What follows belongs to an exercise in optimizing a design on an open flow for small area and a short achievable clock period; a production flow would make more cautious choices. The RTL was checked by simulation tests, not by an equivalence proof against the original design.

**flow/design.v**
```verilog
module cordic_unit #(
    parameter int          SHIFT = 0,
    parameter logic [15:0] TAN   = 16'h0,
    parameter int          ZWI   = 16,
    parameter int          ZWO   = 16
) (
    input  logic                   clk,
    input  logic signed [15:0]     x_i,
    input  logic signed [15:0]     y_i,
    input  logic        [15:0]     z_i,
    output logic signed [15:0]     x_o,
    output logic signed [15:0]     y_o,
    output logic        [15:0]     z_o
);
    logic [ZWO-1:0] z_r;
    assign z_o = 16'(z_r);
    logic        neg;
    logic [15:0] ys, xs;
    assign neg = z_i[ZWI-1];
    assign ys  = 16'(y_i >>> SHIFT) ^ {16{~neg}};
    assign xs  = 16'(x_i >>> SHIFT) ^ {16{neg}};
    always_ff @(posedge clk) begin
        x_o <= x_i + ys + {15'd0, ~neg};
        y_o <= y_i + xs + {15'd0, neg};
        z_r <= neg ? ZWO'(z_i) + ZWO'(TAN) : ZWO'(z_i) - ZWO'(TAN);
    end
endmodule
module cordic (
    input  logic        clk,
    input  logic        rst_n,
    input  logic [15:0] angle_i,
    output logic [15:0] sine_o,
    output logic [15:0] cosine_o
);
    localparam int K = 5;
    function automatic int ZW(input int i);
        case (i)
            0: ZW = 16;  1: ZW = 14;  2: ZW = 14;  3: ZW = 13;  4: ZW = 12;
            5: ZW = 11;  6: ZW = 10;  7: ZW = 9;   8: ZW = 8;   9: ZW = 7;
            10: ZW = 6;  11: ZW = 5;  default: ZW = 4;
        endcase
    endfunction
    function automatic logic [15:0] TAN(input int i);
        case (i)
            0: TAN = 16'h2000;  1: TAN = 16'h12E4;  2: TAN = 16'h09FB;  3: TAN = 16'h0511;
            4: TAN = 16'h028B;  5: TAN = 16'h0145;  6: TAN = 16'h00a2;  7: TAN = 16'h0051;
            8: TAN = 16'h0028;  9: TAN = 16'h0014; 10: TAN = 16'h000a; 11: TAN = 16'h0005;
            12: TAN = 16'h0002; 13: TAN = 16'h0001; default: TAN = 16'h0000;
        endcase
    endfunction
    function automatic logic [31:0] START(input logic [K:0] idx);
        logic [31:0] xy;
        case (idx)
            6'd0: xy = 32'hf1f7_7f1e;
            6'd1: xy = 32'h01e7_7fe2;
            6'd2: xy = 32'h11b0_7eaa;
            6'd3: xy = 32'h2152_7b7a;
            6'd4: xy = 32'h2f70_76c5;
            6'd5: xy = 32'h3dda_6ff1;
            6'd6: xy = 32'h4b36_6770;
            6'd7: xy = 32'h5780_5d46;
            6'd8: xy = 32'h5d46_5780;
            6'd9: xy = 32'h6770_4b36;
            6'd10: xy = 32'h6ff1_3dda;
            6'd11: xy = 32'h76c5_2f70;
            6'd12: xy = 32'h7b7a_2152;
            6'd13: xy = 32'h7eaa_11b0;
            6'd14: xy = 32'h7fe2_01e7;
            6'd15: xy = 32'h7f1e_f1f7;
            6'd16: xy = 32'h80e4_f1f5;
            6'd17: xy = 32'h8020_01e5;
            6'd18: xy = 32'h8157_11ad;
            6'd19: xy = 32'h8485_2151;
            6'd20: xy = 32'h893a_2f6e;
            6'd21: xy = 32'h900e_3dda;
            6'd22: xy = 32'h988f_4b36;
            6'd23: xy = 32'ha2b9_5782;
            6'd24: xy = 32'ha880_5d46;
            6'd25: xy = 32'hb4ca_6772;
            6'd26: xy = 32'hc226_6ff1;
            6'd27: xy = 32'hd090_76c7;
            6'd28: xy = 32'hdeae_7b7a;
            6'd29: xy = 32'hee50_7eac;
            6'd30: xy = 32'hfe19_7fe2;
            6'd31: xy = 32'h0e09_7f20;
            6'd32: xy = 32'h0e0d_80e0;
            6'd33: xy = 32'hfe1b_801e;
            6'd34: xy = 32'hee52_8155;
            6'd35: xy = 32'hdeae_8485;
            6'd36: xy = 32'hd092_8939;
            6'd37: xy = 32'hc226_900f;
            6'd38: xy = 32'hb4ca_988e;
            6'd39: xy = 32'ha87e_a2ba;
            6'd40: xy = 32'ha2ba_a87e;
            6'd41: xy = 32'h988e_b4ca;
            6'd42: xy = 32'h900f_c226;
            6'd43: xy = 32'h8939_d092;
            6'd44: xy = 32'h8485_deae;
            6'd45: xy = 32'h8155_ee52;
            6'd46: xy = 32'h801e_fe1b;
            6'd47: xy = 32'h80e0_0e0d;
            6'd48: xy = 32'h7f20_0e09;
            6'd49: xy = 32'h7fe2_fe19;
            6'd50: xy = 32'h7eac_ee50;
            6'd51: xy = 32'h7b7a_deae;
            6'd52: xy = 32'h76c7_d090;
            6'd53: xy = 32'h6ff1_c226;
            6'd54: xy = 32'h6772_b4ca;
            6'd55: xy = 32'h5d46_a880;
            6'd56: xy = 32'h5782_a2b9;
            6'd57: xy = 32'h4b36_988f;
            6'd58: xy = 32'h3dda_900e;
            6'd59: xy = 32'h2f6e_893a;
            6'd60: xy = 32'h2151_8485;
            6'd61: xy = 32'h11ad_8157;
            6'd62: xy = 32'h01e5_8020;
            6'd63: xy = 32'hf1f5_80e4;
            default: xy = 32'h0;
        endcase
        START = xy;
    endfunction
    logic signed [13:0] z1;
    assign z1 = {~angle_i[13], angle_i[12:0]};
    logic d1, d2, d3, d4;
    logic [1:0] s2;
    logic [3:0] s3;
    logic [7:0] s4;
    assign d1 = z1[13];
    assign s2[0] = z1 < 15'sd4836;
    assign s2[1] = z1 < -15'sd4836;
    assign s3[0] = z1 < 15'sd7391;
    assign s3[1] = z1 < 15'sd2281;
    assign s3[2] = z1 < -15'sd2281;
    assign s3[3] = z1 < -15'sd7391;
    assign s4[0] = z1 < 15'sd8688;
    assign s4[1] = z1 < 15'sd6094;
    assign s4[2] = z1 < 15'sd3578;
    assign s4[3] = z1 < 15'sd984;
    assign s4[4] = z1 < -15'sd984;
    assign s4[5] = z1 < -15'sd3578;
    assign s4[6] = z1 < -15'sd6094;
    assign s4[7] = z1 < -15'sd8688;
    assign d2 = s2[d1];
    assign d3 = s3[{d1, d2}];
    assign d4 = s4[{d1, d2, d3}];
    logic [1:0]  q_r;
    logic        d1_r, d2_r, d3_r, d4_r;
    logic [13:0] z1_r;
    always_ff @(posedge clk) begin
        q_r  <= angle_i[15:14];
        d1_r <= d1;
        d2_r <= d2;
        d3_r <= d3;
        d4_r <= d4;
        z1_r <= z1;
    end
    logic [10:0] z5;
    logic [31:0] xy5;
    always_comb begin
        case ({d1_r, d2_r, d3_r, d4_r})
            4'd0: z5 = 11'(z1_r - 14'sd9339);
            4'd1: z5 = 11'(z1_r - 14'sd8037);
            4'd2: z5 = 11'(z1_r - 14'sd6745);
            4'd3: z5 = 11'(z1_r - 14'sd5443);
            4'd4: z5 = 11'(z1_r - 14'sd4229);
            4'd5: z5 = 11'(z1_r - 14'sd2927);
            4'd6: z5 = 11'(z1_r - 14'sd1635);
            4'd7: z5 = 11'(z1_r - 14'sd333);
            4'd8: z5 = 11'(z1_r + 14'sd333);
            4'd9: z5 = 11'(z1_r + 14'sd1635);
            4'd10: z5 = 11'(z1_r + 14'sd2927);
            4'd11: z5 = 11'(z1_r + 14'sd4229);
            4'd12: z5 = 11'(z1_r + 14'sd5443);
            4'd13: z5 = 11'(z1_r + 14'sd6745);
            4'd14: z5 = 11'(z1_r + 14'sd8037);
            4'd15: z5 = 11'(z1_r + 14'sd9339);
        endcase
    end
    assign xy5 = START({q_r, d1_r, d2_r, d3_r, d4_r});
    logic [15:0] x5_r, y5_r;
    logic [10:0] z5_r;
    always_ff @(posedge clk) begin
        x5_r <= xy5[31:16];
        y5_r <= xy5[15:0];
        z5_r <= z5;
    end
    wire [15:0] x_w [K:16];
    wire [15:0] y_w [K:16];
    wire [15:0] z_w [K:16];
    assign x_w[K] = x5_r;
    assign y_w[K] = y5_r;
    assign z_w[K] = {5'd0, z5_r};
    genvar i;
    generate
        for (i = K; i < 16; i++) begin : g_it
            cordic_unit #(.SHIFT(i), .TAN(TAN(i)), .ZWI(ZW(i)), .ZWO(ZW(i+1)))
            u (
                .clk (clk),
                .x_i (x_w[i]),
                .y_i (y_w[i]),
                .z_i (z_w[i]),
                .x_o (x_w[i+1]),
                .y_o (y_w[i+1]),
                .z_o (z_w[i+1])
            );
        end
    endgenerate
    assign sine_o   = y_w[16];
    assign cosine_o = x_w[16];
endmodule
module cordic_angle_acc (
    input  logic        clk,
    input  logic        rst_n,
    input  logic [7:0]  freq_i,
    output logic [15:0] angle_o
);
    localparam logic [35:0] C = 36'hC6980C68B;
    function automatic logic [43:0] TL(input logic [3:0] n);   
        case (n)
            4'd0: TL = 44'h00000000000;
            4'd1: TL = 44'h00c6980c68b;
            4'd2: TL = 44'h018d3018d16;
            4'd3: TL = 44'h0253c8253a1;
            4'd4: TL = 44'h031a6031a2c;
            4'd5: TL = 44'h03e0f83e0b7;
            4'd6: TL = 44'h04a7904a742;
            4'd7: TL = 44'h056e2856dcd;
            4'd8: TL = 44'h0634c063458;
            4'd9: TL = 44'h06fb586fae3;
            4'd10: TL = 44'h07c1f07c16e;
            4'd11: TL = 44'h088888887f9;
            4'd12: TL = 44'h094f2094e84;
            4'd13: TL = 44'h0a15b8a150f;
            4'd14: TL = 44'h0adc50adb9a;
            4'd15: TL = 44'h0ba2e8ba225;
        endcase
    endfunction
    function automatic logic [43:0] TH(input logic [3:0] n);   
        case (n)
            4'd0: TH = 44'h00000000000;
            4'd1: TH = 44'h0c6980c68b0;
            4'd2: TH = 44'h18d3018d160;
            4'd3: TH = 44'h253c8253a10;
            4'd4: TH = 44'h31a6031a2c0;
            4'd5: TH = 44'h3e0f83e0b70;
            4'd6: TH = 44'h4a7904a7420;
            4'd7: TH = 44'h56e2856dcd0;
            4'd8: TH = 44'h634c0634580;
            4'd9: TH = 44'h6fb586fae30;
            4'd10: TH = 44'h7c1f07c16e0;
            4'd11: TH = 44'h88888887f90;
            4'd12: TH = 44'h94f2094e840;
            4'd13: TH = 44'ha15b8a150f0;
            4'd14: TH = 44'hadc50adb9a0;
            4'd15: TH = 44'hba2e8ba2250;
        endcase
    endfunction
    logic [7:0]  f0, f1, f2;
    logic [1:0]  s_a;
    logic        c_a, c_b, c_lo;
    logic [15:0] inc_lo, inc_hi;
    logic [15:0] acc_lo, acc_hi;
    logic [43:0] u0h, u0l, u1h, u1l, u2h, u2l;
    logic [14:0] s0;
    logic [14:0] s1;
    logic [16:0] a_lo;
    assign u0h  = TH(f0[7:4]);
    assign u0l  = TL(f0[3:0]);
    assign u1h  = TH(f1[7:4]);
    assign u1l  = TL(f1[3:0]);
    assign u2h  = TH(f2[7:4]);
    assign u2l  = TL(f2[3:0]);
    assign s0   = {1'b0, u0h[13:0]} + {1'b0, u0l[13:0]};
    assign s1   = {1'b0, u1h[27:14]} + {1'b0, u1l[27:14]} + {14'd0, c_a};
    assign a_lo = {1'b0, acc_lo} + {1'b0, inc_lo};
    assign angle_o = acc_hi;
    always_ff @(posedge clk, negedge rst_n) begin
        if (!rst_n) begin
            f0     <= 0;
            f1     <= 0;
            f2     <= 0;
            s_a    <= 0;
            c_a    <= 0;
            inc_lo <= 0;
            c_b    <= 0;
            inc_hi <= 0;
            acc_lo <= 0;
            c_lo   <= 0;
            acc_hi <= 0;
        end else begin
            f0     <= freq_i;
            f1     <= f0;
            s_a    <= s0[13:12];
            c_a    <= s0[14];
            f2     <= f1;
            inc_lo <= {s1[13:0], s_a};
            c_b    <= s1[14];
            inc_hi <= u2h[43:28] + u2l[43:28] + {15'd0, c_b};
            acc_lo <= a_lo[15:0];
            c_lo   <= a_lo[16];
            acc_hi <= acc_hi + inc_hi + {15'd0, c_lo};
        end
    end
endmodule
module ddfs (
    input  logic        clk,
    input  logic        rst_n,
    input  logic [7:0]  freq_i,
    output logic [15:0] sine_o,
    output logic [15:0] cosine_o
);
    logic [15:0] angle;
    cordic_angle_acc ANG_ACC (
        .clk     (clk),
        .rst_n   (rst_n),
        .freq_i  (freq_i),
        .angle_o (angle)
    );
    cordic CORDIC_CORE (
        .clk      (clk),
        .rst_n    (rst_n),
        .angle_i  (angle),
        .sine_o   (sine_o),
        .cosine_o (cosine_o)
    );
endmodule
```
**flow/run.sh**
```bash
#!/bin/bash
# synth_recipe.tcl (not shown) runs the flow's synth.tcl, then flattens the netlist and writes it again
# the make line also repeats each setting of config.mk as NAME=value (left out here)
make -C /OpenROAD-flow-scripts/flow DESIGN_CONFIG=/design/flow/config.mk WORK_HOME=/design/flow/orfs CLKGATE_MAP_FILE= SYNTH_SCRIPT=/design/flow/synth_recipe.tcl finish
```
**flow/config.mk**
```make
export PLATFORM = sky130hd
export DESIGN_NAME = ddfs
export DESIGN_NICKNAME = ddfs
export VERILOG_FILES = /design/flow/design.v
export SDC_FILE = /design/flow/constraint.sdc
export NUM_CORES = 4
export LEC_CHECK = 0
export ABC_AREA = 1
export CAP_MARGIN = 20
export CORE_MARGIN = 2
export CORE_UTILIZATION = 45
export PLACE_DENSITY = 0.6
export SETUP_SLACK_MARGIN = 5
export SLEW_MARGIN = 20
```
**flow/constraint.sdc**
```tcl
create_clock -name core_clock -period 8.0 [get_ports {clk}]
set_input_delay 1.6000 -clock core_clock [delete_from_list [all_inputs] [get_ports {clk}]]
set_output_delay 1.6000 -clock core_clock [all_outputs]
set_load 0.01 [all_outputs]
```
==> results of run 1 <==
-- Yosys cell counts (9+ instances only) --
master	count	share of area, %
o21bai_1	9	0.19
xnor2_1	175	4.3
ha_1	459	16
dfrtp_1	93	6.5
dfxtp_1	467	26
buf_4	9	0.19
inv_1	309	3.2
a211oi_1	22	0.46
nand4_1	17	0.30
nand2_1	851	8.9
o31ai_1	10	0.21
a21boi_1	15	0.31
inv_2	14	0.15
clkbuf_1	24	0.25
nor3_1	24	0.33
nand3_1	264	3.7
o21ai_0	201	2.8
a21o_1	50	1.0
o22ai_1	24	0.42
o211ai_1	17	0.35
xor2_1	369	9.0
o21ai_1	16	0.22
a31oi_1	56	0.97
buf_2	23	0.32
o21a_1	25	0.52
a21oi_1	396	5.5
fa_1	38	2.1
nor2_1	292	3.0
o2111ai_1	10	0.24
o21ai_2	39	0.95
-- per-layer routing --
layer  global-route usage, %  wire (um)  part of all wire [%]
met5                       0          0                     0
met3                   2.421       3158                   3.8
met1                   26.19      38490                    46
met4                   5.885       1889                   2.3
met2                   35.38      40360                    48
-- through the flow --
step | instances | hold slack, ps
floorplan | 4393 | 309.6
global placement | 5438 | 310.5
detailed placement | 5438 | 312.1
CTS | 5561 | 310.1
global route | 5573 | 324.5
finish | 5573 | 307.7
-- how the worst max path moves through the flow --
stage | depth (start not counted) | slack [ps] | endpoint
floorplan | 14 | 5020 | CORDIC_CORE.z5_r[7]
global placement | 15 | 4500 | CORDIC_CORE.z5_r[7]
detailed placement | 15 | 4420 | CORDIC_CORE.z5_r[7]
CTS | 14 | 4930 | CORDIC_CORE.z5_r[7]
global route | 14 | 4880 | CORDIC_CORE.z5_r[7]
finish | 14 | 5100 | CORDIC_CORE.z5_r[7]
-- final cells by class --
type	count	area (um2)	area share, %
sequential	560	11700	29.12
multi-input combinational	3446	23020	57.31
clock buffer	98	2006	4.993
inverter	324	1239	3.084
clock inverter	19	242.7	0.6043
timing repair buffer	76	650.6	1.620
tap	1050	1314	3.271
-- cells by family (layout without fill, tap and decap cells) --
| family | count (synthesis) | in the layout |
|---|---|---|
| flip-flops | 560 | 560 |
| adder cells (fa/ha/maj) | 497 | 497 |
| AND/OR/NAND/NOR | 1469 | 1469 |
| AO/OA/AOI/OAI | 936 | 936 |
| XOR/XNOR | 544 | 544 |
| buffers and inverters | 387 | 517 |
-- timing repair --
action / CTS / global route
pin swaps: 2 / 6
gates resized for setup: 72 / 50
buffers inserted: 6 / 12
hold buffers: 0 / 0
setup endpoints to repair: 54 / 44
-- flip-flops by register name (all words and copies together) (netlist names), 2 cells and up --
name	count
CORDIC_CORE.g_it.u.x_o	176
CORDIC_CORE.g_it.u.y_o	176
CORDIC_CORE.g_it.u.z_r	55
ANG_ACC.acc_hi	16
ANG_ACC.acc_lo	16
ANG_ACC.inc_hi	16
ANG_ACC.inc_lo	16
CORDIC_CORE.x5_r	16
CORDIC_CORE.y5_r	16
CORDIC_CORE.z1_r	11
CORDIC_CORE.z5_r	11
ANG_ACC.f0	8
ANG_ACC.f1	8
ANG_ACC.f2	8
ANG_ACC.s_a	2
CORDIC_CORE.q_r	2
==> summary.txt, run 1 <==
- Worst path bufs/invs: 4
- Hold endpoint: CORDIC_CORE.g_it[10].u.z_r[0]
- Main combinational cell family by area after synthesis: adder cells
- Clock buffer depth: 3
- Starting Density: around 46%
- Cell Area, Synth: ~0.036 mm2
- Worst Clk Skew: 35.64 ps
- Syn Area/Cell: slightly above 8 um2
- Final WS setup: just over 5000 ps
- Worst min-delay path class: flip-flop to flip-flop
- Final Core Density: between 50% and 60%
- Yosys cell types: 60
- Vias: approximately 29000
- Standard-cell rows: 103
- Outcome: timing/DRC/antenna clean
- Setup crit end kind: flip-flop
- Post-DR wirelength/cell: 15.06 um
- Fraction of the mapped netlist area in adder cells: 18.06%
- CP Launch Point: CORDIC_CORE.d3_r
- CP max-delay cell: dfxtp_4
- Final setup fails: 0
- Worst-path clk slew: 60 ps
- Core region area: 0.07913 mm2
- Max_cap viols: 0
- Reg-to-reg setup timing slack: between 5000 and 6000 ps
- Fmax: 345.2 MHz
- #FFs+latches synth: 560
- WP data arrival: 3390 ps
- Worst skew pair latency: ~600 ps
- Worst r2r path cells: 14
- Commonest non-fill, non-tap cell in the layout: nand2_1
- Layout cell share with drive strength beyond 1: between 6 and 7%
- Post-route cell area: between 0.04 and 0.05 mm2
- Max-slew violations: 0
- Sink Count: 560
- Synth Flop Type: dfxtp_1
- Synth-to-Final Area Change: 11.54%
- Worst-path cell chain: clkinvlp_4 -> ha_2 -> inv_1 -> nor2_4 -> inv_2 -> nand3_1 -> nor4_2 -> inv_1 -> ha_1 -> nand2_1 -> o21ai_1 -> a31oi_2 -> o21ai_0 -> xor2_1
- Die width: between 200 and 300 um
- DIE HEIGHT: 286.9 um
- CP peak stage delay: 420 ps
- Port-buffer cells: between 40 and 50
- Grt total ovfl: 0
- Simple-gate share of the synthesized area: 16.65%
- First-pass GRT wire length: 138300 um
- CTS root buf: clkbuf_16
- Compound-Gate Fraction of Synth Area: 15.32%
- Worst-Margin Slew: between 900 and 1000 ps
- 1st-iter DRT viols: approximately 1800
- Final Hold Vio Count: 0
- Hold path start: CORDIC_CORE.g_it[9].u.z_r[0]
- Vias/cell: around 5.2
- Placed cell area: approximately 0.038 mm2
- Post-synthesis mux area share: 0%
- Drt pass-1 iters: 5
- Reg2reg start: CORDIC_CORE.d3_r
- Gr usage total: 20.26%
- Area of the die: roughly 0.08 mm2
- Top delay family on crit path: simple AND/OR/NAND/NOR gates
- Synth async-reset ratio: ~17%
- Cells after Synth: about 4400
- Dpl hpwl: about 66000 um
- CP Data Required Time: between 8000 and 9000 ps
- Yosys warns: 13
- Vias in the first global route: about 28000
- Antenna-violating nets left: 0
- CP max FO: 10
- Fill count: around 7700
- Sequential share of the synthesized area: 32.42%
- CTS Buf Count: 68
- Number of flops mapped to enable cells by yosys: 0
- Fin Setup TNS: 0 ps
- CTS tree: yes
- Antenna violations before repair: 0
- CTS H-tree depth: 3
- Startpoint Class: flip-flop
- Place WS: 4421 ps
- Layout Nets: 4983
- WS Path Type: flip-flop to flip-flop
- Final Cycle Share: 36.21%
- Syn nets: 4900
- Hold depth: 0
- Post-Synth XOR/XNOR Area: roughly an eighth
- Diodes inserted: 0
- Largest net degree at the start of global routing: 66
- Unrepaired setup endpoints after global routing: true
- Num ports: 42
- Rel. slew slack: a little over a third
- Gpl congestion: 0.9582
- Final wirelength: 83900 um
- Period minus WS final: between 2000 and 3000 ps
- Most frequent cells in the layout: 848 x nand2_1, 462 x dfxtp_1, 452 x ha_1, 393 x a21oi_1, 363 x xor2_1
- DRC: 0
- Crit path top cell by count: inv_1
- R2R Path End: CORDIC_CORE.z5_r[7]
==> inputs of run 2 (changes only) <==
--- a/flow/config.mk
+++ b/flow/config.mk
@@ -11,2 +11,4 @@
 export CORE_UTILIZATION = 45
+export CTS_CLUSTER_DIAMETER = 100
+export CTS_CLUSTER_SIZE = 30
 export PLACE_DENSITY = 0.6
==> run 2 against run 1 <==
  * Worst hold slack better by 29 ps
  * Sequential share of layout area rose by 0.92 points
  * Global-route usage shrank 0.46 points
  * Cell count down 1.2%
  * Design area fell by 3.0%
  * Critical endpoint unchanged
==> summary.txt, run 2 <==
- Outcome: timing/DRC/antenna clean (unchanged)
- Gpl congestion: 0.9582 (unchanged)
- Final Hold Vio Count: 0 (unchanged)
- Antenna-violating nets left: 0 (unchanged)
- Layout cell share with drive strength beyond 1: 5.138% (was 6.279%)
- #FFs+latches synth: 560 (unchanged)
- Non-Filler Instances: 5507 (was 5573)
- Cell Area, Synth: 0.03601 mm2 (unchanged)
- Layout Nets: 4945 (was 4983)
- Synth top area cells: dfxtp_1 26%, ha_1 16%, xor2_1 9.0% (unchanged)
- Final Cycle Share: 36.01% (was 36.21%)
- WHS: 336.9 ps (was 307.7 ps)
- Vias in the first global route: 27491 (was 27881)
- Final Core Density: 49.23% (was 50.77%)
- Post-DR wirelength/cell: 15.05 um (was 15.06 um)
- DRC: 0 (unchanged)
- Sink Count: 560 (unchanged)
- Starting Density: 45.51% (unchanged)
- Max_cap viols: 0 (unchanged)
- Rel. slew slack: 36.33% (was 35.57%)
- Gr usage total: 19.80% (was 20.26%)
- Fraction of the mapped netlist area in adder cells: 18.06% (unchanged)
- Core region area: 0.07913 mm2 (unchanged)
- Drt pass-1 iters: 6 (was 5)
- WP data arrival: 3410 ps (was 3390 ps)
- WS Path Type: flip-flop to flip-flop (unchanged)
- Simple-gate share of the synthesized area: 16.65% (unchanged)
- CTS root buf: clkbuf_16 (unchanged)
- CTS Buf Count: 28 (was 68)
- Clock buffer depth: 3 (unchanged)
- Largest registers: CORDIC_CORE.g_it.u.x_o x176, CORDIC_CORE.g_it.u.y_o x176, CORDIC_CORE.g_it.u.z_r x55 (unchanged)
- CTS H-tree depth: 1 (was 3)
- Max-slew violations: 0 (unchanged)
- Synth top area share: 25.96% (unchanged)
- 1st-iter DRT viols: 1843 (was 1766)
- Grt total ovfl: 0 (unchanged)
- Worst min-delay path class: flip-flop to flip-flop (unchanged)
- Reg-to-reg setup timing slack: 5120 ps (was 5100 ps)
- Post-synthesis mux area share: 0% (unchanged)
- Compound-Gate Fraction of Synth Area: 15.32% (unchanged)
- Standard-cell rows: 103 (unchanged)
- CTS tree: yes (unchanged)
- Worst skew pair latency: 640 ps (was 600 ps)
- Diodes inserted: 0 (unchanged)
- Dpl hpwl: 65960 um (unchanged)
- Worst-Margin Slew: 948.2 ps (was 959.6 ps)
- Vias: 28723 (was 29004)
- Placed Cells: 5438 (unchanged)
- Synth async-reset ratio: 16.61% (unchanged)
- Fin Setup TNS: 0 ps (unchanged)
- Syn Area/Cell: 8.198 um2 (unchanged)
- Most frequent cells in the layout: 849 x nand2_1, 461 x dfxtp_1, 452 x ha_1, 393 x a21oi_1, 364 x xor2_1 (was 848 x nand2_1, 462 x dfxtp_1, 452 x ha_1, 393 x a21oi_1, 363 x xor2_1)
- Synth-to-Final Area Change: 8.161% (was 11.54%)
- Top cells by count, synth: 851 x nand2_1, 467 x dfxtp_1, 459 x ha_1 (unchanged)
- Yosys warns: 13 (unchanged)
- Largest net degree at the start of global routing: 66 (unchanged)
- Port-buffer cells: 41 (unchanged)
- Period minus WS final: 2881 ps (was 2897 ps)
- Yosys cell types: 60 (unchanged)
- Number of flops mapped to enable cells by yosys: 0 (unchanged)
- CP Data Required Time: 8530 ps (was 8490 ps)
- Yosys top cell by area: dfxtp_1 (unchanged)
- Worst Clk Skew: 36.82 ps (was 35.64 ps)
- Commonest non-fill, non-tap cell in the layout: nand2_1 (unchanged)
- Worst-path clk slew: 110 ps (was 60 ps)
- Unrepaired setup endpoints after global routing: true (unchanged)
- Vias/cell: 5.216 (was 5.204)
- Most numerous cell in the Yosys netlist: nand2_1 (unchanged)
- Fmax: 347.1 MHz (was 345.2 MHz)
- Cells after Synth: 4393 (unchanged)
- Final wirelength: 82900 um (was 83900 um)
- First-pass GRT wire length: 136400 um (was 138300 um)
- DIE HEIGHT: 286.9 um (unchanged)
- Main combinational cell family by area after synthesis: adder cells (unchanged)
- Synth Flop Type: dfxtp_1 (unchanged)
- Final setup fails: 0 (unchanged)
- Area of the die: 0.08231 mm2 (unchanged)
- Post-route cell area: 0.03895 mm2 (was 0.04017 mm2)
- Syn nets: 4900 (unchanged)
- Antenna violations before repair: 0 (unchanged)
- Sequential share of the synthesized area: 32.42% (unchanged)
- Setup crit end kind: flip-flop (unchanged)
- Startpoint Class: flip-flop (unchanged)
- CP max FO: 7 (was 10)
- Placed cell area: 0.03753 mm2 (unchanged)
- Post-Synth XOR/XNOR Area: 13.23% (unchanged)
- Num ports: 42 (unchanged)
- Die width: 286.9 um (unchanged)
run 2: cell counts after synthesis:
No cell type changed its count.
run 2: what timing repair did:
item,in CTS,in global routing
pin swaps,3,6
resized for setup,67,53
buffers inserted,9,10
hold buffers,0,0
cloned,0,1
hold endpoints to repair,0,0
endpoints found under the setup margin,54,37
run 2: area by class of cell:
type	count	area, um2
clock buffer	31	721.9
clock inverter	18	321.6
fill	7791	40180
inverter	324	1242
multi-input combinational	3446	22970
sequential	560	11700
tap	1050	1314
timing repair buffer	78	683.2
run 2: stage by stage:
step,setup slack (ps)
2_1_floorplan,5021
3_3_place_gp,4498
3_5_place_dp,4421
4_1_cts,4847
5_1_grt,4871
6_report,5119
run 2: worst paths after layout:
check,startpoint,end,cells after the start
worst max-delay path,CORDIC_CORE.d4_r,CORDIC_CORE.z5_r[7],15
worst min-delay path,CORDIC_CORE.g_it[5].u.z_r[0],CORDIC_CORE.g_it[6].u.z_r[0],0
worst max register to register,CORDIC_CORE.d4_r,CORDIC_CORE.z5_r[7],15
worst min register to register,CORDIC_CORE.g_it[5].u.z_r[0],CORDIC_CORE.g_it[6].u.z_r[0],0
max in group asynchronous,rst_n,ANG_ACC.f1[4],2
min in group asynchronous,rst_n,ANG_ACC.inc_lo[4],1
run 2: worst max-delay path, cell delays in order, from the launching register on:
cell and delay (ps):
dfxtp_4 420, clkinvlp_4 130, ha_2 260, inv_2 130, nor2_4 70, inv_2 110
nand3_1 130, nor3_2 160, nand3_1 170, nand4_1 170, ha_4 240, a21oi_2 140
o21ai_1 110, a31oi_1 260, o21ai_0 130, xor2_1 150
run 2: routing by layer:
layer	routed length, um	GRT usage [%]
met5	0	0
met4	1682	4.284
met3	2706	1.690
met2	39840	35.02
met1	38670	26.21
run 2: kinds of logic (layout without fill, tap and decap cells):
kind of cell	count (synthesis)	after routing
AO/OA/AOI/OAI	936	936
XOR/XNOR	544	544
adder cells (fa/ha/maj)	497	497
buffers and inverters	387	451
flip-flops	560	560
AND/OR/NAND/NOR	1469	1469
==> inputs of run 3 (changes only) <==
--- a/flow/config.mk
+++ b/flow/config.mk
@@ -10,6 +10,6 @@
 export CORE_MARGIN = 2
-export CORE_UTILIZATION = 45
+export CORE_UTILIZATION = 60
 export CTS_CLUSTER_DIAMETER = 100
 export CTS_CLUSTER_SIZE = 30
-export PLACE_DENSITY = 0.6
+export PLACE_DENSITY = 0.75
 export SETUP_SLACK_MARGIN = 5
==> run 3 against run 2 <==
  * First-iteration DRC count is 7.2% lower
  * Worst setup slack got worse by 15 ps
  * Still clean on timing, DRC and antenna
  * Clock-buffer cell count down 2
  * Sequential share of layout area increased by 0.46 points
  * Cell count decreased by 5.2%
  * Via count is 0.50% higher
  * Clock skew decreased by 15 ps
  * Die area decreased by 25%
==> summary.txt, run 3 <==
- Commonest non-fill, non-tap cell in the layout: nand2_1 (unchanged)
- Die width: 249.0 um (was 286.9 um)
- CP max FO: 39 (was 7)
- Hold depth: 0 (unchanged)
- Layout cell share with drive strength beyond 1: 4.900% (was 5.138%)
- Max_cap viols: 0 (unchanged)
- WHS: 328.3 ps (was 336.9 ps)
- Synth top area share: 25.96% (unchanged)
- Area of the die: 0.06200 mm2 (was 0.08231 mm2)
- Fmax: 345.3 MHz (was 347.1 MHz)
- Gpl congestion: 0.9660 (was 0.9582)
- Clock buffer depth: 3 (unchanged)
- Dpl hpwl: 63130 um (was 65960 um)
- Drt pass-1 iters: 6 (unchanged)
- Synth-to-Final Area Change: 6.514% (was 8.161%)
- Largest net degree at the start of global routing: 63 (was 66)
- Diodes inserted: 0 (unchanged)
- Cells after Synth: 4393 (unchanged)
- Period minus WS final: 2896 ps (was 2881 ps)
- Met3 WL: 3230 um (was 2706 um)
- Outcome: timing/DRC/antenna clean (unchanged)
- Worst min-delay path class: flip-flop to flip-flop (unchanged)
- WS Path Type: flip-flop to flip-flop (unchanged)
- Post-DR wirelength/cell: 15.13 um (was 15.05 um)
- Synth Flop Type: dfxtp_1 (unchanged)
- Final Cycle Share: 36.20% (was 36.01%)
- Port-buffer cells: 41 (unchanged)
- 1st-iter DRT viols: 1710 (was 1843)
- Yosys cell types: 60 (unchanged)
- CTS tree: yes (unchanged)
- Vias in the first global route: 27132 (was 27491)
- Sink Count: 560 (unchanged)
- Num ports: 42 (unchanged)
- DRC: 0 (unchanged)
- Cell Area, Synth: 0.03601 mm2 (unchanged)
- Most numerous cell in the Yosys netlist: nand2_1 (unchanged)
- Final Hold Vio Count: 0 (unchanged)
- Final setup fails: 0 (unchanged)
- #FFs+latches synth: 560 (unchanged)
- Worst Clk Skew: 21.85 ps (was 36.82 ps)
- Final wirelength: 78990 um (was 82900 um)
- Number of flops mapped to enable cells by yosys: 0 (unchanged)
- Synth async-reset ratio: 16.61% (unchanged)
- First-pass GRT wire length: 131100 um (was 136400 um)
- Worst r2r path cells: 15 (unchanged)
- Fin Setup TNS: 0 ps (unchanged)
- DIE HEIGHT: 249.0 um (was 286.9 um)
- CP Data Required Time: 8530 ps (about the same)
- Layout Nets: 4943 (was 4945)
- Largest registers: CORDIC_CORE.g_it.u.x_o x176, CORDIC_CORE.g_it.u.y_o x176, CORDIC_CORE.g_it.u.z_r x55 (unchanged)
- Max-slew violations: 0 (unchanged)
- Most frequent cells in the layout: 849 x nand2_1, 461 x dfxtp_1, 452 x ha_1, 392 x a21oi_1, 364 x xor2_1 (was 849 x nand2_1, 461 x dfxtp_1, 452 x ha_1, 393 x a21oi_1, 364 x xor2_1)
- Unrepaired setup endpoints after global routing: true (unchanged)
- Antenna violations before repair: 1 (was 0)
- Sequential share of the synthesized area: 32.42% (unchanged)
- CTS Buf Count: 25 (was 28)
- DR top layer: met5 (was met4)
- Standard-cell rows: 89 (was 103)
- CTS H-tree depth: 1 (unchanged)
- Yosys warns: 13 (unchanged)
- Placed cell area: 0.03716 mm2 (was 0.03753 mm2)
- Vias/cell: 5.528 (was 5.216)
- Rel. slew slack: 29.27% (was 36.33%)
- Antenna-violating nets left: 0 (unchanged)
- Startpoint Class: flip-flop (unchanged)
- Syn Area/Cell: 8.198 um2 (unchanged)
- Worst-path clk slew: 110 ps (about the same)
- Syn nets: 4900 (unchanged)
- Wl on met1: 36290 um (was 38670 um)
- Vias: 28866 (was 28723)
- Grt total ovfl: 0 (unchanged)
- Met2 routed WL: 37180 um (was 39840 um)
- Setup crit end kind: flip-flop (unchanged)
- Starting Density: 60.90% (was 45.51%)
- Synth top area cells: dfxtp_1 26%, ha_1 16%, xor2_1 9.0% (unchanged)
- Core region area: 0.05913 mm2 (was 0.07913 mm2)
- Worst-Margin Slew: 1060 ps (was 948.2 ps)
- CTS Hold Bufs: 0 (unchanged)
- WP data arrival: 3430 ps (was 3410 ps)
- Worst skew pair latency: 600 ps (was 640 ps)
- Final Core Density: 64.87% (was 49.23%)
- Gr usage total: 25.07% (was 19.80%)
- Post-route cell area: 0.03836 mm2 (was 0.03895 mm2)
- CTS root buf: clkbuf_16 (unchanged)
- Top cells by count, synth: 851 x nand2_1, 467 x dfxtp_1, 459 x ha_1 (unchanged)
- Yosys top cell by area: dfxtp_1 (unchanged)
==> run 3: what timing repair did <==
| action | in CTS | in global routing |
|---|---|---|
| pin swaps | 0 | 5 |
| gates resized for setup | 65 | 53 |
| cloned | 0 | 0 |
| endpoints found under the setup margin | 53 | 55 |
| setup buffers | 10 | 13 |
==> run 3: path summary, 6_finish.rpt <==
check                                              from                      endpoint  slack [ps]
max                                    CORDIC_CORE.d1_r           CORDIC_CORE.z5_r[8]        5100
min                        CORDIC_CORE.g_it[7].u.z_r[2]  CORDIC_CORE.g_it[8].u.z_r[2]         330
max reg2reg                            CORDIC_CORE.d1_r           CORDIC_CORE.z5_r[8]        5100
min reg2reg                CORDIC_CORE.g_it[7].u.z_r[2]  CORDIC_CORE.g_it[8].u.z_r[2]         330
max in group asynchronous                         rst_n                 ANG_ACC.f2[2]        5950
min in group asynchronous                         rst_n                ANG_ACC.s_a[0]         970
==> run 3: layer usage <==
layer	global-route usage, %	vias to the layer above
met5	0	-
met4	6.528	2
met3	2.696	142
met2	43.61	611
met1	33.18	13147
li1	-	14964
==> run 3: kinds of logic after synthesis <==
| logic type | after synthesis | synth area share [%] |
|---|---|---|
| AOI/OAI and AO/OA | 936 | 15.32 |
| DFF | 560 | 32.42 |
| adders and majority gates | 497 | 18.06 |
| buffers and inverters | 387 | 4.315 |
| xor gates and xnor gates | 544 | 13.23 |
| and+or+nand+nor | 1469 | 16.65 |
==> run 3: through the flow <==
step | std cells | worst slack [ps]
final | 5222 | 5104
after global placement | 5158 | 4419
after detailed placement | 5158 | 4364
after floorplan | 4393 | 5021
after global routing | 5222 | 4873
after CTS | 5208 | 4925
==> run 3: critical path: stages (launching register included) <==
cell	delay, ps
dfxtp_1	330
buf_12	190
nor2_4	180
clkinvlp_4	260
nor2_4	200
nor2_1	70
o21ai_0	110
nor2_1	100
nand3_2	120
nand4_1	160
ha_4	340
inv_1	60
nor3_2	220
a21oi_1	130
o21ai_0	210
xor2_1	160
==> run 3: area by class of cell <==
cell class | instances | area, um2
clock buffers | 29 | 650.6
well taps | 773 | 967.2
flip-flops and latches | 560 | 11700
multi-input cells | 3446 | 22980
inverters | 324 | 1244
clock inverters | 11 | 146.4
fillers | 5262 | 20770
repair buffers | 79 | 673.1
==> inputs of run 4 (changes only) <==
==> flow/flow/run.sh (new file) <==
#!/bin/bash
set -euo pipefail
export BUFFER_PORTS_ARGS="-buffer_cell sky130_fd_sc_hd__buf_4"
export SETUP_SLACK_MARGIN=5.6
bash standard.sh > standard.log 2>&1
==> flow/standard.sh (new file) <==
#!/bin/bash
# synth_recipe.tcl (not shown) runs the flow's synth.tcl, then flattens the netlist and writes it again
# the make line also repeats each setting of config.mk as NAME=value (left out here)
make -C /OpenROAD-flow-scripts/flow DESIGN_CONFIG=/design/flow/config.mk WORK_HOME=/design/flow/orfs CLKGATE_MAP_FILE= SYNTH_SCRIPT=/design/flow/synth_recipe.tcl "${@:-finish}"
--- a/flow/config.mk
+++ b/flow/config.mk
@@ -10,7 +10,6 @@
 export CORE_MARGIN = 2
-export CORE_UTILIZATION = 60
+export CORE_UTILIZATION = 45
 export CTS_CLUSTER_DIAMETER = 100
 export CTS_CLUSTER_SIZE = 30
-export PLACE_DENSITY = 0.75
-export SETUP_SLACK_MARGIN = 5
+export PLACE_DENSITY = 0.6
 export SLEW_MARGIN = 20
removed: flow/run.sh
==> run 4 against run 3 <==
  * Area after synthesis unchanged
  * First-iteration DRC count fell by 4.5%
  * Register-to-register slack better by 220 ps
  * Global-route usage is 5.1 points lower
  * Clock skew up 12 ps
  * Via count increased by 2.3%
  * Die area rose by 33%
  * Still clean on timing, DRC and antenna
  * Critical endpoint is now ANG_ACC.inc_lo[6]
  * Clock-buffer cell count is 3 higher
==> summary.txt, run 4 <==
- Syn nets: 4900 (unchanged)
- Vias in the first global route: 28221 (was 27132)
- Sink Count: 560 (unchanged)
- Vias/cell: 5.215 (was 5.528)
- Syn Area/Cell: 8.198 um2 (unchanged)
- Antenna violations before repair: 0 (was 1)
- Num ports: 42 (unchanged)
- Worst skew pair latency: 640 ps (was 600 ps)
- 1st-iter DRT viols: 1633 (was 1710)
- Worst Clk Skew: 33.42 ps (was 21.85 ps)
- #FFs+latches synth: 560 (unchanged)
- CTS H-tree depth: 1 (unchanged)
- Fmax: 373.6 MHz (was 345.3 MHz)
- Rel. slew slack: 55.60% (was 29.27%)
- WHS: 326.6 ps (was 328.3 ps)
- Post-DR wirelength/cell: 14.94 um (was 15.13 um)
- CP max FO: 3 (was 39)
- Diodes inserted: 0 (unchanged)
- Top cells by count, synth: 851 x nand2_1, 467 x dfxtp_1, 459 x ha_1 (unchanged)
- Synth async-reset ratio: 16.61% (unchanged)
- R2R Path End: ANG_ACC.inc_lo[6] (was CORDIC_CORE.z5_r[8])
- Synth top area share: 25.96% (unchanged)
- Commonest non-fill, non-tap cell in the layout: nand2_1 (unchanged)
- Final wirelength: 84560 um (was 78990 um)
- Vias: 29522 (was 28866)
- Antenna-violating nets left: 0 (unchanged)
- Largest registers: CORDIC_CORE.g_it.u.x_o x176, CORDIC_CORE.g_it.u.y_o x176, CORDIC_CORE.g_it.u.z_r x55 (unchanged)
- Sequential share of the synthesized area: 32.42% (unchanged)
- CTS root buf: clkbuf_16 (unchanged)
- Setup crit end kind: flip-flop (unchanged)
- Layout cell share with drive strength beyond 1: 14.10% (was 4.900%)
- Post-route cell area: 0.04211 mm2 (was 0.03836 mm2)
- Gr usage total: 19.99% (was 25.07%)
- Grt total ovfl: 0 (unchanged)
- Hold depth: 0 (unchanged)
- Startpoint Class: flip-flop (unchanged)
- Yosys warns: 13 (unchanged)
- Number of flops mapped to enable cells by yosys: 0 (unchanged)
- Period minus WS final: 2676 ps (was 2896 ps)
- Synth-to-Final Area Change: 16.94% (was 6.514%)
- Starting Density: 45.51% (was 60.90%)
- Gpl congestion: 0.9424 (was 0.9660)
- Synth Flop Type: dfxtp_1 (unchanged)
- Dpl hpwl: 64080 um (was 63130 um)
- Final setup fails: 0 (unchanged)
- Worst-Margin Slew: 666.0 ps (was 1060 ps)
- Unrepaired setup endpoints after global routing: true (unchanged)
- Final Hold Vio Count: 0 (unchanged)
- Max_cap viols: 0 (unchanged)
- Largest net degree at the start of global routing: 63 (unchanged)
- Max-slew violations: 0 (unchanged)
- Layout Nets: 5095 (was 4943)
- Clock buffer depth: 3 (unchanged)
- Die width: 286.9 um (was 249.0 um)
- Final Core Density: 53.22% (was 64.87%)
- Hold endpoint: CORDIC_CORE.g_it[8].u.z_r[0] (was CORDIC_CORE.g_it[8].u.z_r[2])
- Worst r2r path cells: 15 (unchanged)
- Reg-to-reg setup timing slack: 5320 ps (was 5100 ps)
- First-pass GRT wire length: 138400 um (was 131100 um)
- Reg2reg start: ANG_ACC.f1[4] (was CORDIC_CORE.d1_r)
- Standard-cell rows: 103 (was 89)
- Cells after Synth: 4393 (unchanged)
- Yosys top cell by area: dfxtp_1 (unchanged)
- Core region area: 0.07913 mm2 (was 0.05913 mm2)
- Fill count: 7448 (was 5262)
- Most numerous cell in the Yosys netlist: nand2_1 (unchanged)
- WP data arrival: 3200 ps (was 3430 ps)
- Synth top area cells: dfxtp_1 26%, ha_1 16%, xor2_1 9.0% (unchanged)
- DIE HEIGHT: 286.9 um (was 249.0 um)
- Fin Setup TNS: 0 ps (unchanged)
- Final Cycle Share: 33.46% (was 36.20%)
- Port-buffer cells: 41 (unchanged)
- Cell Area, Synth: 0.03601 mm2 (unchanged)
- CTS Buf Count: 31 (was 25)
- Placed cell area: 0.03763 mm2 (was 0.03716 mm2)
- Yosys cell types: 60 (unchanged)
- CTS tree: yes (unchanged)
- WS Path Type: flip-flop to flip-flop (unchanged)
- Area of the die: 0.08231 mm2 (was 0.06200 mm2)
- Outcome: timing/DRC/antenna clean (unchanged)
- Drt pass-1 iters: 6 (unchanged)
- CP Data Required Time: 8530 ps (about the same)
- Most frequent cells in the layout: 829 x nand2_1, 427 x ha_1, 421 x dfxtp_1, 375 x a21oi_1, 348 x xor2_1 (was 849 x nand2_1, 461 x dfxtp_1, 452 x ha_1, 392 x a21oi_1, 364 x xor2_1)
- DRC: 0 (unchanged)
- Worst-path clk slew: 110 ps (about the same)
- Worst min-delay path class: flip-flop to flip-flop (unchanged)
- Hold path start: CORDIC_CORE.g_it[7].u.z_r[0] (was CORDIC_CORE.g_it[7].u.z_r[2])
## run 4: kinds of logic after synthesis
family,Yosys count,share of synthesized area (%)
adder cells (fa/ha/maj),497,18.06
flip-flops,560,32.42
buffers and inverters,387,4.315
AND/OR/NAND/NOR,1469,16.65
XOR/XNOR,544,13.23
AO/OA/AOI/OAI,936,15.32
## run 4: layout make-up
cell class | instances | area (um2) | share of cell area (%)
clock inverter | 24 | 357.8 | 0.8497
multi-input combinational | 3446 | 24390 | 57.90
tap | 1050 | 1314 | 3.120
sequential | 560 | 11790 | 27.98
timing repair buffer | 224 | 2186 | 5.190
inverter | 324 | 1301 | 3.090
clock buffer | 32 | 779.5 | 1.851
timing repair inverter | 1 | 5.005 | 0.01188
## run 4: what timing repair did
action                     4_1_cts  5_1_grt
buffers inserted                96       71
resized for setup              282      166
pin swaps                       76       71
hold endpoints to repair         0        0
gates cloned                     3        1
setup endpoints to repair      216      171
hold buffers                     0        0
## run 4: worst max-delay path by stage
stage                                             start             endpoint  slack, ps  cells past startpoint
after floorplan                           ANG_ACC.f1[4]   ANG_ACC.inc_lo[12]       5370                     16
after global placement                 CORDIC_CORE.d1_r  CORDIC_CORE.z5_r[7]       4570                     14
after detailed placement               CORDIC_CORE.d1_r  CORDIC_CORE.z5_r[7]       4400                     14
after CTS                 CORDIC_CORE.g_it[15].u.x_o[1]          cosine_o[1]       5280                      1
after global routing                      ANG_ACC.f1[5]          ANG_ACC.c_b       5210                     17
final                                     ANG_ACC.f1[4]    ANG_ACC.inc_lo[6]       5320                     15
## run 4: routing by layer
layer	vias up	GRT usage, %	wire [um]
li1	15254	-	-
met5	-	0	0
met3	143	1.833	2867
met2	564	33.97	39180
met4	0	4.987	2254
met1	13561	27.28	40260
## run 4: worst max-delay path, cell delays in order, from the launching register on
cell     delay [ps]
dfrtp_2         440
inv_4            70
ha_4            210
inv_4            60
o21ai_2          50
xor2_1          150
fa_2            370
fa_2            360
nand3_2          70
nand2_2          60
buf_4           130
buf_4           120
buf_4           120
buf_4           120
buf_4           120
xor2_1          130
## run 4: stage by stage
step	worst slack, ps	std cells
floorplan	5366	4393
global placement	4568	5434
detailed placement	4401	5434
CTS	5279	5589
global route	5208	5661
finish	5324	5661
==> inputs of run 5 (changes only) <==
==> flow/flow/run.sh (replaced) <==
#!/bin/bash
set -euo pipefail
export BUFFER_PORTS_ARGS="-buffer_cell sky130_fd_sc_hd__buf_4"
export SETUP_SLACK_MARGIN=5.4
bash standard.sh > standard.log 2>&1
==> run 5 against run 4 <==
  * First-iteration DRC count increased by 9.2%
  * Cell count decreased by 1.2%
  * Critical endpoint is now cosine_o[1]
  * Utilization decreased by 1.9 points
  * Critical path depth decreased by 14
  * Clock-buffer cell count increased by 3
  * Die area unchanged
  * Design area decreased by 3.6%
  * Still clean
  * Via count decreased by 1.3%
  * Worst hold slack improved by 1.1 ps
==> summary.txt, run 5 <==
- Outcome: timing/DRC/antenna clean (unchanged)
- Vias in the first global route: 28132 (was 28221)
- First-pass GRT wire length: 138700 um (was 138400 um)
- Synth top area cells: dfxtp_1 26%, ha_1 16%, xor2_1 9.0% (unchanged)
- 1st-iter DRT viols: 1783 (was 1633)
- Post-DR wirelength/cell: 15.17 um (was 14.94 um)
- Synth-to-Final Area Change: 12.78% (was 16.94%)
- Grt total ovfl: 0 (unchanged)
- Clock buffer depth: 3 (unchanged)
- Antenna-violating nets left: 0 (unchanged)
- CP peak stage delay: 340 ps (was 440 ps)
- Startpoint Class: flip-flop (unchanged)
- Most numerous cell in the Yosys netlist: nand2_1 (unchanged)
- Sink Count: 560 (unchanged)
- Yosys cell types: 60 (unchanged)
- Layout Nets: 5029 (was 5095)
- Vias/cell: 5.209 (was 5.215)
- Period minus WS final: 2684 ps (was 2676 ps)
- Largest registers: CORDIC_CORE.g_it.u.x_o x176, CORDIC_CORE.g_it.u.y_o x176, CORDIC_CORE.g_it.u.z_r x55 (unchanged)
- Max-slew violations: 0 (unchanged)
- Starting Density: 45.51% (unchanged)
- Placed Cells: 5437 (was 5434)
- DIE HEIGHT: 286.9 um (unchanged)
- Worst-Margin Slew: 812.4 ps (was 666.0 ps)
- Number of flops mapped to enable cells by yosys: 0 (unchanged)
- Layout cell share with drive strength beyond 1: 10.85% (was 14.10%)
- Fin Setup TNS: 0 ps (unchanged)
- Top cells by count, synth: 851 x nand2_1, 467 x dfxtp_1, 459 x ha_1 (unchanged)
- Worst skew pair latency: 640 ps (about the same)
- Worst path bufs/invs: 1 (was 7)
- Worst-path clk slew: 110 ps (about the same)
- Vias: 29135 (was 29522)
- Drt pass-1 iters: 5 (was 6)
- Sequential share of the synthesized area: 32.42% (unchanged)
- Setup crit end kind: primary output (was flip-flop)
- Worst-path cell chain: buf_6 (was inv_4 -> ha_4 -> inv_4 -> o21ai_2 -> xor2_1 -> fa_2 -> fa_2 -> nand3_2 -> nand2_2 -> buf_4 -> buf_4 -> buf_4 -> buf_4 -> buf_4 -> xor2_1)
- Post-route cell area: 0.04062 mm2 (was 0.04211 mm2)
- Largest net degree at the start of global routing: 63 (unchanged)
- Final wirelength: 84820 um (was 84560 um)
- Final setup fails: 0 (unchanged)
- Synth Flop Type: dfxtp_1 (unchanged)
- Antenna violations before repair: 1 (was 0)
- Standard-cell rows: 103 (unchanged)
- WP data arrival: 1080 ps (was 3200 ps)
- Port-buffer cells: 41 (unchanged)
- WS Path Type: flip-flop to primary output (was flip-flop to flip-flop)
- #FFs+latches synth: 560 (unchanged)
- CP Data Required Time: 6400 ps (was 8530 ps)
- Gpl congestion: 0.9414 (was 0.9424)
- Non-Filler Instances: 5593 (was 5661)
- Final Hold Vio Count: 0 (unchanged)
- Gr usage total: 20.18% (was 19.99%)
- Area of the die: 0.08231 mm2 (unchanged)
- Worst Clk Skew: 21.39 ps (was 33.42 ps)
- Diodes inserted: 0 (unchanged)
- Max_cap viols: 0 (unchanged)
- Dpl hpwl: 65900 um (was 64080 um)
- Syn Area/Cell: 8.198 um2 (unchanged)
- CTS tree: yes (unchanged)
- Most frequent cells in the layout: 837 x nand2_1, 436 x ha_1, 423 x dfxtp_1, 384 x a21oi_1, 356 x xor2_1 (was 829 x nand2_1, 427 x ha_1, 421 x dfxtp_1, 375 x a21oi_1, 348 x xor2_1)
- Final Cycle Share: 33.55% (was 33.46%)
- DRC: 0 (unchanged)
- CTS Buf Count: 29 (was 31)
- Commonest non-fill, non-tap cell in the layout: nand2_1 (unchanged)
- Top delay family on crit path: flip-flops (was adder cells)
- Cell Area, Synth: 0.03601 mm2 (unchanged)
- CP max FO: 1 (was 3)
- Synth async-reset ratio: 16.61% (unchanged)
- CTS root buf: clkbuf_16 (unchanged)
- Rel. slew slack: 45.38% (was 55.60%)
- Worst min-delay path class: flip-flop to flip-flop (unchanged)
- CTS H-tree depth: 1 (unchanged)
- Placed cell area: 0.03753 mm2 (was 0.03763 mm2)
- Core region area: 0.07913 mm2 (unchanged)
- Fill count: 7527 (was 7448)
- CP max-delay cell: dfxtp_2 (was dfrtp_2)
- Num ports: 42 (unchanged)
- Die width: 286.9 um (unchanged)
- Yosys warns: 13 (unchanged)
- Unrepaired setup endpoints after global routing: true (unchanged)
- Fmax: 372.5 MHz (was 373.6 MHz)
- Synth top area share: 25.96% (unchanged)
- Syn nets: 4900 (unchanged)
- Yosys top cell by area: dfxtp_1 (unchanged)
- Cells after Synth: 4393 (unchanged)
-- run 5: cell type report --
class	count	area, um2	share of cell area, %
inverter	324	1295	3.188
tap	1050	1314	3.235
clock inverter	17	271.5	0.6685
timing repair buffer	160	1476	3.635
multi-input combinational	3446	23720	58.41
timing repair inverter	1	5.005	0.01232
clock buffer	35	758.2	1.867
sequential	560	11770	28.98
-- run 5: cell families (layout without fill, tap and decap cells) --
| kind of cell | Yosys count | in the layout | share of synthesized area, % |
|---|---|---|---|
| buf+inv | 387 | 537 | 4.315 |
| fa+ha+maj | 497 | 497 | 18.06 |
| compound gates | 936 | 936 | 15.32 |
| simple gates | 1469 | 1469 | 16.65 |
| xor+xnor | 544 | 544 | 13.23 |
| flops | 560 | 560 | 32.42 |
-- run 5: layer usage --
layer	up-vias	global-route usage (%)	part of all wire, %
met3	152	2.230	3.8
met4	0	5.195	2.8
met1	13321	26.30	45
met5	-	0	0
li1	15148	-	-
met2	514	35.42	48
-- run 5: stage by stage --
stage | hold slack, ps | utilization (%) | setup WS, ps
floorplan | 309.6 | - | 5332
global placement | 310.3 | 47.42 | 4476
detailed placement | 312.1 | 47.43 | 4450
CTS | 340.6 | 50.10 | 5184
global route | 346.0 | 51.33 | 5184
finish | 327.7 | 51.33 | 5316
-- run 5: final timing paths --
check,start,endpoint,slack [ps],cells past startpoint
worst max-delay path,CORDIC_CORE.g_it[15].u.x_o[1],cosine_o[1],5320,1
worst min register to register,CORDIC_CORE.g_it[5].u.z_r[0],CORDIC_CORE.g_it[6].u.z_r[0],330,0
worst max register to register,ANG_ACC.f1[5],ANG_ACC.inc_lo[12],5320,16
max in group asynchronous,rst_n,ANG_ACC.f0[4],5940,2
worst min-delay path,CORDIC_CORE.g_it[5].u.z_r[0],CORDIC_CORE.g_it[6].u.z_r[0],330,0
min in group asynchronous,rst_n,ANG_ACC.acc_lo[3],930,1
-- run 5: what timing repair did --
action                     CTS  global route
gates cloned                 3             1
pin swaps                   31            52
setup endpoints to repair  146           132
buffers inserted            48            52
resized for setup          165           148
hold buffers                 0             0
==> inputs of run 6 (changes only) <==
==> flow/flow/run.sh (replaced) <==
#!/bin/bash
set -euo pipefail
export BUFFER_PORTS_ARGS="-buffer_cell sky130_fd_sc_hd__buf_4"
export SETUP_SLACK_MARGIN=5.3
bash standard.sh > standard.log 2>&1
==> run 6 against run 5 <==
  * Area after synthesis stayed put
  * Synthesized cell count stayed put
  * Still clean
  * Routed wire length is 1.3% lower
  * Die area stayed put
==> summary.txt, run 6 <==
- Yosys cell types: 60 (unchanged)
- Final Hold Vio Count: 0 (unchanged)
- Worst min-delay path class: flip-flop to flip-flop (unchanged)
- Most numerous cell in the Yosys netlist: nand2_1 (unchanged)
- WP data arrival: 3200 ps (was 1080 ps)
- #FFs+latches synth: 560 (unchanged)
- Final Core Density: 50.71% (was 51.33%)
- Grt met2 use: 34.85% (was 35.42%)
- Max-slew violations: 0 (unchanged)
- Vias in the first global route: 27560 (was 28132)
- 1st-iter DRT viols: 1594 (was 1783)
- CTS H-tree depth: 1 (unchanged)
- Met3 usage: 1.881% (was 2.230%)
- Layout Nets: 4998 (was 5029)
- Largest net degree at the start of global routing: 63 (unchanged)
- Synth async-reset ratio: 16.61% (unchanged)
- Worst skew pair latency: 620 ps (was 640 ps)
- Rel. slew slack: 44.08% (was 45.38%)
- Top cells by count, synth: 851 x nand2_1, 467 x dfxtp_1, 459 x ha_1 (unchanged)
- Area of the die: 0.08231 mm2 (unchanged)
- Dpl hpwl: 65370 um (was 65900 um)
- Synth top area share: 25.96% (unchanged)
- Fmax: 370.8 MHz (was 372.5 MHz)
- Vias/cell: 5.230 (was 5.209)
- Unrepaired setup endpoints after global routing: true (unchanged)
- CTS Buf Count: 28 (was 29)
- First-pass GRT wire length: 135600 um (was 138700 um)
- Drt pass-1 iters: 8 (was 5)
- Top Usage Layer GRT: met2 (unchanged)
- Die width: 286.9 um (unchanged)
- CTS tree: yes (unchanged)
- DRC: 0 (unchanged)
- Antenna violations before repair: 1 (unchanged)
- Clock buffer depth: 3 (unchanged)
- Worst-path clk slew: 110 ps (about the same)
- Num ports: 42 (unchanged)
- Period minus WS final: 2697 ps (was 2684 ps)
- Synth-to-Final Area Change: 11.41% (was 12.78%)
- Cells after Synth: 4393 (unchanged)
- Grt total ovfl: 0 (unchanged)
- Syn Area/Cell: 8.198 um2 (unchanged)
- DIE HEIGHT: 286.9 um (unchanged)
- WS Path Type: flip-flop to flip-flop (was flip-flop to primary output)
- Sequential share of the synthesized area: 32.42% (unchanged)
- Starting Density: 45.51% (unchanged)
- Setup crit end kind: flip-flop (was primary output)
- CP Data Required Time: 8510 ps (was 6400 ps)
- Max_cap viols: 0 (unchanged)
- Commonest non-fill, non-tap cell in the layout: nand2_1 (unchanged)
- Port-buffer cells: 41 (unchanged)
- Most frequent cells in the layout: 839 x nand2_1, 440 x ha_1, 428 x dfxtp_1, 384 x a21oi_1, 359 x xor2_1 (was 837 x nand2_1, 436 x ha_1, 423 x dfxtp_1, 384 x a21oi_1, 356 x xor2_1)
- Number of flops mapped to enable cells by yosys: 0 (unchanged)
- Met1 usage: 25.64% (was 26.30%)
- Gpl congestion: 0.9851 (was 0.9414)
- Outcome: timing/DRC/antenna clean (unchanged)
- Worst Clk Skew: 21.90 ps (was 21.39 ps)
- Sink Count: 560 (unchanged)
- Gr usage total: 19.68% (was 20.18%)
- CTS root buf: clkbuf_16 (unchanged)
- Worst-Margin Slew: 830.0 ps (was 812.4 ps)
- Post-DR wirelength/cell: 15.06 um (was 15.17 um)
- Synth top area cells: dfxtp_1 26%, ha_1 16%, xor2_1 9.0% (unchanged)
- Antenna-violating nets left: 0 (unchanged)
- Yosys warns: 13 (unchanged)
- Layout cell share with drive strength beyond 1: 9.712% (was 10.85%)
- Startpoint Class: flip-flop (unchanged)
- Final Cycle Share: 33.71% (was 33.55%)
- Vias: 29086 (was 29135)
- Standard-cell rows: 103 (unchanged)
- CP max FO: 4 (was 1)
- Cell Area, Synth: 0.03601 mm2 (unchanged)
- Synth Flop Type: dfxtp_1 (unchanged)
- Final setup fails: 0 (unchanged)
- Syn nets: 4900 (unchanged)
- Fin Setup TNS: 0 ps (unchanged)
- Yosys top cell by area: dfxtp_1 (unchanged)
- Largest registers: CORDIC_CORE.g_it.u.x_o x176, CORDIC_CORE.g_it.u.y_o x176, CORDIC_CORE.g_it.u.z_r x55 (unchanged)
- Core region area: 0.07913 mm2 (unchanged)
- Final wirelength: 83730 um (was 84820 um)
## run 6: metrics by stage
| stage | hold slack [ps] | cell area (um2) | instances | setup WS, ps |
|---|---|---|---|---|
| after global routing | 342.4 | 40120 | 5560 | 5158 |
| after CTS | 330.1 | 39040 | 5506 | 5169 |
| after detailed placement | 312.1 | 37450 | 5434 | 4463 |
| after floorplan | 309.6 | 36070 | 4393 | 5280 |
| after global placement | 310.0 | 37450 | 5434 | 4546 |
| final | 330.1 | 40120 | 5561 | 5303 |
## run 6: layer usage
layer	vias up	share of wire, %
li1	15046	-
met1	13270	45
met2	606	48
met3	162	4.1
met4	2	2.6
met5	-	0.016
## run 6: path summary, 6_finish.rpt
path | startpoint | depth (start not counted) | slack, ps | end
min in group asynchronous | rst_n | 1 | 980 | ANG_ACC.f2[5]
hold reg to reg | CORDIC_CORE.g_it[8].u.z_r[1] | 0 | 330 | CORDIC_CORE.g_it[9].u.z_r[1]
setup / recovery | ANG_ACC.f1[5] | 17 | 5300 | ANG_ACC.c_b
setup reg to reg | ANG_ACC.f1[5] | 17 | 5300 | ANG_ACC.c_b
hold / removal | CORDIC_CORE.g_it[8].u.z_r[1] | 0 | 330 | CORDIC_CORE.g_it[9].u.z_r[1]
max in group asynchronous | rst_n | 2 | 5930 | ANG_ACC.f1[6]
## run 6: final cells by class
cell class / count / area [um2]
Sequential cell: 560 / 11760
Inverter: 324 / 1277
Fill cell: 7642 / 39010
Timing Repair Buffer: 130 / 1200
Timing Repair inverter: 1 / 5.005
Clock buffer: 33 / 750.7
Antenna cell: 1 / 2.502
Clock inverter: 16 / 230.2
Multi-Input combinational cell: 3446 / 23580
Tap cell: 1050 / 1314
## run 6: logic make-up after synthesis
logic type / count (synthesis) / share of synthesized area, %
xor+xnor: 544 / 13.23
fa+ha+maj: 497 / 18.06
flops: 560 / 32.42
simple gates: 1469 / 16.65
compound gates: 936 / 15.32
buf+inv: 387 / 4.315
## run 6: critical path, cell delays in order, from the launching register on
cell and delay, ps:
dfrtp_2 450, inv_4 80, ha_4 210, inv_4 60, o21ai_4 50, xor2_2 160
fa_2 410, fa_2 370, nand3_2 70, nand2_2 60, a21oi_2 110, inv_1 50
a21oi_2 130, inv_1 80, nand3_2 70, nand2_2 70, nand4_1 90, nand2_1 80
## run 6: repair_timing
action,CTS,global route
cloned,1,3
buffers inserted,22,50
pin swaps,12,43
hold buffers,0,0
endpoints found under the setup margin,143,102
gates resized for setup,128,150

==> re-timing with driven ports <==
The results above use ideal ports. As a check the final layouts listed here were re-extracted and re-timed, cells and wires unchanged. Step 1 sets driving cells, clkbuf_16 on the clock port and buf_2 on the other inputs (assumed; they add their load-dependent delay and slew). Step 2 adds t to the input delays and takes it off the output delays; t is the mean of the earliest and latest rising clock arrival at the registers after step 1. Input paths then give back, and output paths get back, about the clock's delay inside the block. Slacks: no drivers / after step 1 / after step 2; pairs: no drivers / after step 1.
run	shift t [ns]	slack for setup (ns)	worst setup path at the end	worst slew at a driven data input, ns	cell pins on the clock port's net
run 1	0.647	5.103 / 5.103 / 5.103	register to register	0.03	1
run 2	0.689	5.119 / 5.106 / 5.119	register to register	0.03	1
run 3	0.647	5.104 / 5.104 / 5.104	register to register	0.03	1
run 4	0.689	5.324 / 5.268 / 5.283	input, reset recovery	0.03	1
run 5	0.694	5.316 / 5.248 / 5.291	input, reset recovery	0.03	1
run 6	0.677	5.303 / 5.269 / 5.300	input, reset recovery	0.04	1
After both steps every run listed still meets setup and hold. For run 4, which loses most, drivers alone change the setup slack by -0.056 ns; drivers and shift together by -0.041 ns. Setup slack includes reset recovery checks.
